This design comes from an exercise in tuning for small area and a short achievable clock period on the open sky130 flow, not from production work.
Where RTL was checked, it was by simulation tests only, not by an equivalence proof against the original.

==> run G <==
==> flow/design.v (excerpt) <==
module CPU( input clk,
	input rst,
	input wire [31:0] inst,
	input wire [63:0]	main_memory_input_data_path,
	output reg[63:0] main_memory_output_data_path,
	output wire[31:0] pc_inst_addr,
	output wire		Vector_Write_Access,
	output wire		Memory_Write_Access,
	output wire		Load_Vector_Flag,
	output wire 		Load_Word_Flag,
	output wire[11:0]	Main_Memory_Address
	);
Settings: LEC_CHECK=0, ABC_AREA=1, CAP_MARGIN=20, CORE_MARGIN=2, CORE_UTILIZATION=40, SETUP_SLACK_MARGIN=5, SLEW_MARGIN=20; clock period 12.0 ns.
standard.sh (not shown) runs the stock make flow with config.mk's settings and CLKGATE_MAP_FILE= SYNTH_SCRIPT=/design/flow/synth_recipe.tcl, a recipe that flattens the netlist after the stock synthesis.
==> flow/flow/run.sh <==
#!/bin/bash
set -euo pipefail
bash standard.sh "BUFFER_PORTS_ARGS=-buffer_cell sky130_fd_sc_hd__buf_2" \
  "CTS_ARGS=-sink_clustering_enable -repair_clock_nets -dont_use_dummy_load -buf_list {sky130_fd_sc_hd__clkbuf_2 sky130_fd_sc_hd__clkbuf_4 sky130_fd_sc_hd__clkbuf_8}" \
  finish > standard_flow.log 2>&1
==> run E: changes against run G <==
--- a/flow/design.v
+++ b/flow/design.v
@@ -490,16 +490,16 @@
   wire s389 = h391 ^ s375;
   wire c390 = h391 ? s375 : s371;
   wire h394 = s377 ^ s379;
   wire s392 = h394 ^ s381;
   wire c393 = h394 ? s381 : s377;
-  wire h397 = s383 ^ c340;
-  wire s395 = h397 ^ s386;
-  wire c396 = h397 ? s386 : s383;
-  wire h400 = s389 ^ c343;
+  wire h397 = c340 ^ s383;
+  wire s395 = h397 ^ c343;
+  wire c396 = h397 ? c343 : c340;
+  wire h400 = s386 ^ s389;
   wire s398 = h400 ^ s392;
-  wire c399 = h400 ? s392 : s389;
+  wire c399 = h400 ? s392 : s386;
   wire h403 = c346 ^ s395;
   wire s401 = h403 ^ s398;
   wire c402 = h403 ? s398 : c346;
   wire s404 = pp5 ^ pp12 ^ pp18;
   wire c405 = (pp5 & pp12) | (pp5 & pp18) | (pp12 & pp18);
@@ -556,25 +556,25 @@
   wire s455 = h457 ^ s440;
   wire c456 = h457 ? s440 : s436;
   wire h460 = s442 ^ s444;
   wire s458 = h460 ^ c384;
   wire c459 = h460 ? c384 : s442;
-  wire h463 = s446 ^ c387;
-  wire s461 = h463 ^ c390;
-  wire c462 = h463 ? c390 : s446;
-  wire h466 = s449 ^ s452;
-  wire s464 = h466 ^ c393;
-  wire c465 = h466 ? c393 : s449;
+  wire h463 = c387 ^ c390;
+  wire s461 = h463 ^ s446;
+  wire c462 = h463 ? s446 : c387;
+  wire h466 = c393 ^ s449;
+  wire s464 = h466 ^ s452;
+  wire c465 = h466 ? s452 : c393;
   wire h469 = s455 ^ s458;
-  wire s467 = h469 ^ s461;
-  wire c468 = h469 ? s461 : s455;
-  wire h472 = c396 ^ c399;
+  wire s467 = h469 ^ c396;
+  wire c468 = h469 ? c396 : s455;
+  wire h472 = s461 ^ c399;
   wire s470 = h472 ^ s464;
-  wire c471 = h472 ? s464 : c396;
-  wire h475 = s467 ^ c402;
-  wire s473 = h475 ^ s470;
-  wire c474 = h475 ? s470 : s467;
+  wire c471 = h472 ? s464 : s461;
+  wire h475 = s467 ^ s470;
+  wire s473 = h475 ^ c402;
+  wire c474 = h475 ? c402 : s467;
   wire s476 = pp6 ^ pp13 ^ pp19;
   wire c477 = (pp6 & pp13) | (pp6 & pp19) | (pp13 & pp19);
   wire s478 = pp24 ^ pp28 ^ pp31;
   wire c479 = (pp24 & pp28) | (pp24 & pp31) | (pp28 & pp31);
   wire s480 = pp42 ^ pp49 ^ pp55;
@@ -640,33 +640,33 @@
   wire c539 = h540 ? s516 : s512;
   wire h543 = s518 ^ s520;
   wire s541 = h543 ^ s522;
   wire c542 = h543 ? s522 : s518;
   wire h546 = s524 ^ c447;
-  wire s544 = h546 ^ s526;
-  wire c545 = h546 ? s526 : s524;
-  wire h549 = c450 ^ c453;
-  wire s547 = h549 ^ s529;
-  wire c548 = h549 ? s529 : c450;
-  wire h552 = s532 ^ s535;
-  wire s550 = h552 ^ c456;
-  wire c551 = h552 ? c456 : s532;
+  wire s544 = h546 ^ c450;
+  wire c545 = h546 ? c450 : s524;
+  wire h549 = c453 ^ s526;
+  wire s547 = h549 ^ c456;
+  wire c548 = h549 ? c456 : c453;
+  wire h552 = s529 ^ s532;
+  wire s550 = h552 ^ s535;
+  wire c551 = h552 ? s535 : s529;
   wire h555 = s538 ^ s541;
   wire s553 = h555 ^ c459;
   wire c554 = h555 ? c459 : s538;
-  wire h558 = c462 ^ s544;
-  wire s556 = h558 ^ c465;
-  wire c557 = h558 ? c465 : c462;
+  wire h558 = c462 ^ c465;
+  wire s556 = h558 ^ s544;
+  wire c557 = h558 ? s544 : c462;
   wire h561 = s547 ^ s550;
   wire s559 = h561 ^ s553;
   wire c560 = h561 ? s553 : s547;
   wire h564 = c468 ^ s556;
   wire s562 = h564 ^ c471;
   wire c563 = h564 ? c471 : c468;
-  wire h567 = s559 ^ c474;
-  wire s565 = h567 ^ s562;
-  wire c566 = h567 ? s562 : s559;
+  wire h567 = s559 ^ s562;
+  wire s565 = h567 ^ c474;
+  wire c566 = h567 ? c474 : s559;
   wire s568 = pp7 ^ pp14 ^ pp20;
   wire c569 = (pp7 & pp14) | (pp7 & pp20) | (pp14 & pp20);
   wire s570 = pp25 ^ pp29 ^ pp32;
   wire c571 = (pp25 & pp29) | (pp25 & pp32) | (pp29 & pp32);
   wire s572 = pp34 ^ pp43 ^ pp50;
@@ -744,40 +744,40 @@
   wire s643 = h645 ^ s620;
   wire c644 = h645 ? s620 : s616;
   wire h648 = s622 ^ s624;
   wire s646 = h648 ^ s626;
   wire c647 = h648 ? s626 : s622;
-  wire h651 = c527 ^ s628;
-  wire s649 = h651 ^ c530;
-  wire c650 = h651 ? c530 : c527;
-  wire h654 = c533 ^ c536;
-  wire s652 = h654 ^ s631;
-  wire c653 = h654 ? s631 : c533;
-  wire h657 = s634 ^ s637;
-  wire s655 = h657 ^ s640;
-  wire c656 = h657 ? s640 : s634;
-  wire h660 = c539 ^ c542;
+  wire h651 = c527 ^ c530;
+  wire s649 = h651 ^ c533;
+  wire c650 = h651 ? c533 : c527;
+  wire h654 = c536 ^ s628;
+  wire s652 = h654 ^ c539;
+  wire c653 = h654 ? c539 : c536;
+  wire h657 = c542 ^ s631;
+  wire s655 = h657 ^ s634;
+  wire c656 = h657 ? s634 : c542;
+  wire h660 = s637 ^ s640;
   wire s658 = h660 ^ s643;
-  wire c659 = h660 ? s643 : c539;
+  wire c659 = h660 ? s643 : s637;
   wire h663 = s646 ^ c545;
-  wire s661 = h663 ^ s649;
-  wire c662 = h663 ? s649 : s646;
-  wire h666 = c548 ^ c551;
+  wire s661 = h663 ^ c548;
+  wire c662 = h663 ? c548 : s646;
+  wire h666 = c551 ^ s649;
   wire s664 = h666 ^ s652;
-  wire c665 = h666 ? s652 : c548;
+  wire c665 = h666 ? s652 : c551;
   wire h669 = s655 ^ s658;
   wire s667 = h669 ^ c554;
   wire c668 = h669 ? c554 : s655;
   wire h672 = c557 ^ s661;
   wire s670 = h672 ^ s664;
   wire c671 = h672 ? s664 : c557;
   wire h675 = c560 ^ s667;
   wire s673 = h675 ^ c563;
   wire c674 = h675 ? c563 : c560;
-  wire h678 = s670 ^ c566;
-  wire s676 = h678 ^ s673;
-  wire c677 = h678 ? s673 : s670;
+  wire h678 = s670 ^ s673;
+  wire s676 = h678 ^ c566;
+  wire c677 = h678 ? c566 : s670;
   wire x679 = pp8 ^ pp15;
   wire x680 = pp21 ^ pp26;
   wire x681 = pp30 ^ pp33;
   wire x682 = pp35 ^ pp36;
   wire x683 = pp44 ^ pp51;
@@ -822,69 +822,69 @@
   wire x722 = x701 ^ x702;
   wire x723 = x703 ^ x704;
   wire x724 = x705 ^ x706;
   wire x725 = x707 ^ x708;
   wire x726 = x709 ^ x710;
-  wire x727 = x711 ^ x712;
-  wire x728 = x713 ^ x714;
-  wire x729 = x715 ^ x716;
-  wire x730 = x717 ^ x718;
-  wire x731 = x719 ^ x720;
-  wire x732 = x721 ^ x722;
-  wire x733 = x723 ^ x724;
-  wire x734 = x725 ^ x726;
-  wire x735 = c569 ^ c571;
-  wire x736 = c573 ^ c575;
-  wire x737 = c577 ^ c579;
-  wire x738 = c581 ^ c583;
-  wire x739 = c585 ^ c587;
-  wire x740 = c589 ^ c591;
-  wire x741 = c593 ^ c595;
-  wire x742 = c597 ^ c599;
-  wire x743 = c601 ^ c603;
+  wire x727 = c569 ^ c571;
+  wire x728 = c573 ^ c575;
+  wire x729 = c577 ^ c579;
+  wire x730 = c581 ^ c583;
+  wire x731 = c585 ^ c587;
+  wire x732 = c589 ^ c591;
+  wire x733 = c593 ^ c595;
+  wire x734 = c597 ^ c599;
+  wire x735 = c601 ^ c603;
+  wire x736 = x711 ^ x712;
+  wire x737 = x713 ^ x714;
+  wire x738 = x715 ^ x716;
+  wire x739 = x717 ^ x718;
+  wire x740 = x719 ^ x720;
+  wire x741 = x721 ^ x722;
+  wire x742 = x723 ^ x724;
+  wire x743 = x725 ^ x726;
   wire x744 = x727 ^ x728;
   wire x745 = x729 ^ x730;
   wire x746 = x731 ^ x732;
   wire x747 = x733 ^ x734;
   wire x748 = x735 ^ x736;
   wire x749 = x737 ^ x738;
   wire x750 = x739 ^ x740;
   wire x751 = x741 ^ x742;
-  wire x752 = x743 ^ x744;
-  wire x753 = x745 ^ x746;
-  wire x754 = x747 ^ x748;
-  wire x755 = x749 ^ x750;
-  wire x756 = x751 ^ c605;
-  wire x757 = c607 ^ c609;
-  wire x758 = c611 ^ c613;
-  wire x759 = c615 ^ c617;
-  wire x760 = c619 ^ c621;
-  wire x761 = c623 ^ c625;
-  wire x762 = c627 ^ x752;
+  wire x752 = x743 ^ c605;
+  wire x753 = c607 ^ c609;
+  wire x754 = c611 ^ c613;
+  wire x755 = c615 ^ c617;
+  wire x756 = c619 ^ c621;
+  wire x757 = c623 ^ c625;
+  wire x758 = c627 ^ x744;
+  wire x759 = x745 ^ x746;
+  wire x760 = x747 ^ x748;
+  wire x761 = x749 ^ x750;
+  wire x762 = x751 ^ x752;
   wire x763 = x753 ^ x754;
   wire x764 = x755 ^ x756;
   wire x765 = x757 ^ x758;
   wire x766 = x759 ^ x760;
-  wire x767 = x761 ^ x762;
-  wire x768 = x763 ^ c629;
-  wire x769 = x764 ^ x765;
-  wire x770 = c632 ^ c635;
-  wire x771 = c638 ^ c641;
-  wire x772 = x766 ^ c644;
-  wire x773 = c647 ^ x767;
+  wire x767 = x761 ^ c629;
+  wire x768 = c632 ^ c635;
+  wire x769 = c638 ^ c641;
+  wire x770 = x762 ^ x763;
+  wire x771 = c644 ^ c647;
+  wire x772 = x764 ^ x765;
+  wire x773 = x766 ^ x767;
   wire x774 = x768 ^ x769;
   wire x775 = x770 ^ x771;
-  wire x776 = x772 ^ x773;
-  wire x777 = c650 ^ x774;
-  wire x778 = x775 ^ c653;
-  wire x779 = c656 ^ c659;
+  wire x776 = x772 ^ c650;
+  wire x777 = x773 ^ c653;
+  wire x778 = c656 ^ x774;
+  wire x779 = c659 ^ x775;
   wire x780 = x776 ^ x777;
   wire x781 = x778 ^ x779;
   wire x782 = c662 ^ x780;
   wire x783 = c665 ^ x781;
-  wire x784 = x782 ^ c668;
-  wire x785 = x783 ^ c671;
+  wire x784 = x782 ^ x783;
+  wire x785 = c668 ^ c671;
   wire x786 = x784 ^ x785;
   wire x787 = c674 ^ x786;
   wire x788 = x787 ^ c677;
   wire [7:0] rx = {x788, s676, s565, s473, c349, s348, s312, s291};
   wire [7:0] ry = {1'b0, 1'b0, 1'b0, 1'b0, s401, 1'b0, 1'b0, s293};
- PLACE_DENSITY: not set -> 0.75
==> impl_metrics.yaml <==
outcome:
  status: "complete, no violations"
final_layout:
  multi_input_area_um2: 20790
  layout.nonclk_buf_share_pct: 8.242
  antenna_cells: 4
  signal_buffers: 430
  finalNetCount: 5282
  drive_above_1_share_pct: 18.59
floorplanning:
  taps: 1254
  start_util_pct: 40.19
synth:
  yosys-top-cells-area: "edfxtp_1 (38%), nand2_1 (16%), fa_1 (6.2%)"
  netlist-cell-type-count: 70
  synth.cell_area_um2: 37340
clock_tree:
  cts_setup_buffers: 119
worst_setup_path:
  rr_endpoint: "V[0][7]$_DFFE_PP_"
  cp.depth: 40
route:
  wl_met3_um: 19870
timing:
  whs_ps: 493.5
  min_period_over_period_pct: 60.40
power_and_ir_drop:
  vdd_drop_max_uv: 77.08
global_routing:
  met3_usage_pct: 7.582
place:
  dpl.cell_count: 6026
The numbers above come from run E.

==> impl_metrics.yaml <==
synth:
  synth.cell_area_um2: 37970
  yosys-top-cells-area: "edfxtp_1 (37%), nand2_1 (17%), fa_1 (6.0%)"
  netlist-cell-type-count: 72
worst_setup_path:
  rr_endpoint: "V[1][7]$_DFFE_PP_"
  cpMostUsedCell: "nand2_1"
  cp.depth: 36
timing:
  min_period_over_period_pct: 59.14
clock_tree:
  cts_setup_buffers: 65
place:
  place.gp.congestion: 0.9766
  dpl.cell_count: 6186
final_layout:
  layout.nonclk_buf_share_pct: 8.616
  multi_input_area_um2: 21440
  top_regs: "R (248), V (192)"
  antenna_cells: 5
  drive_above_1_share_pct: 20.43
global_routing:
  grt-ovfl-total: 0
  met3_usage_pct: 5.952
floorplanning:
  taps: 1265
  start_util_pct: 40.15
outcome:
  status: "complete, no violations"
route:
  wl_met3_um: 16730
The numbers above come from run G.

For run G, only the layout was checked, not whether the RTL still works.

[what the ideal ports hide]
No port has a modelled driver above. Below, the same layouts with a new extraction and two added sets of constraints. Step 1 assumes that a clkbuf_16 drives the clock port and a buf_2 every other input. Step 2, shift: input delay + t, output delay - t, t = (earliest + latest rising clock arrival at the registers) / 2. This alone moves slack from input paths to output paths. Slacks: ideal / step 1 / step 2; pairs: ideal / step 1.
run | t (ns) | setup slack, ns | cell pins on the clock port's net
run G | 0.796 | 4.903 / 4.819 / 4.079 | 1
run E | 0.777 | 4.751 / 4.738 / 3.961 | 1
After both steps every run listed still meets setup and hold. The setup slack of run G, which loses most, moves by -0.084 ns with the drivers and by -0.824 ns with both steps.
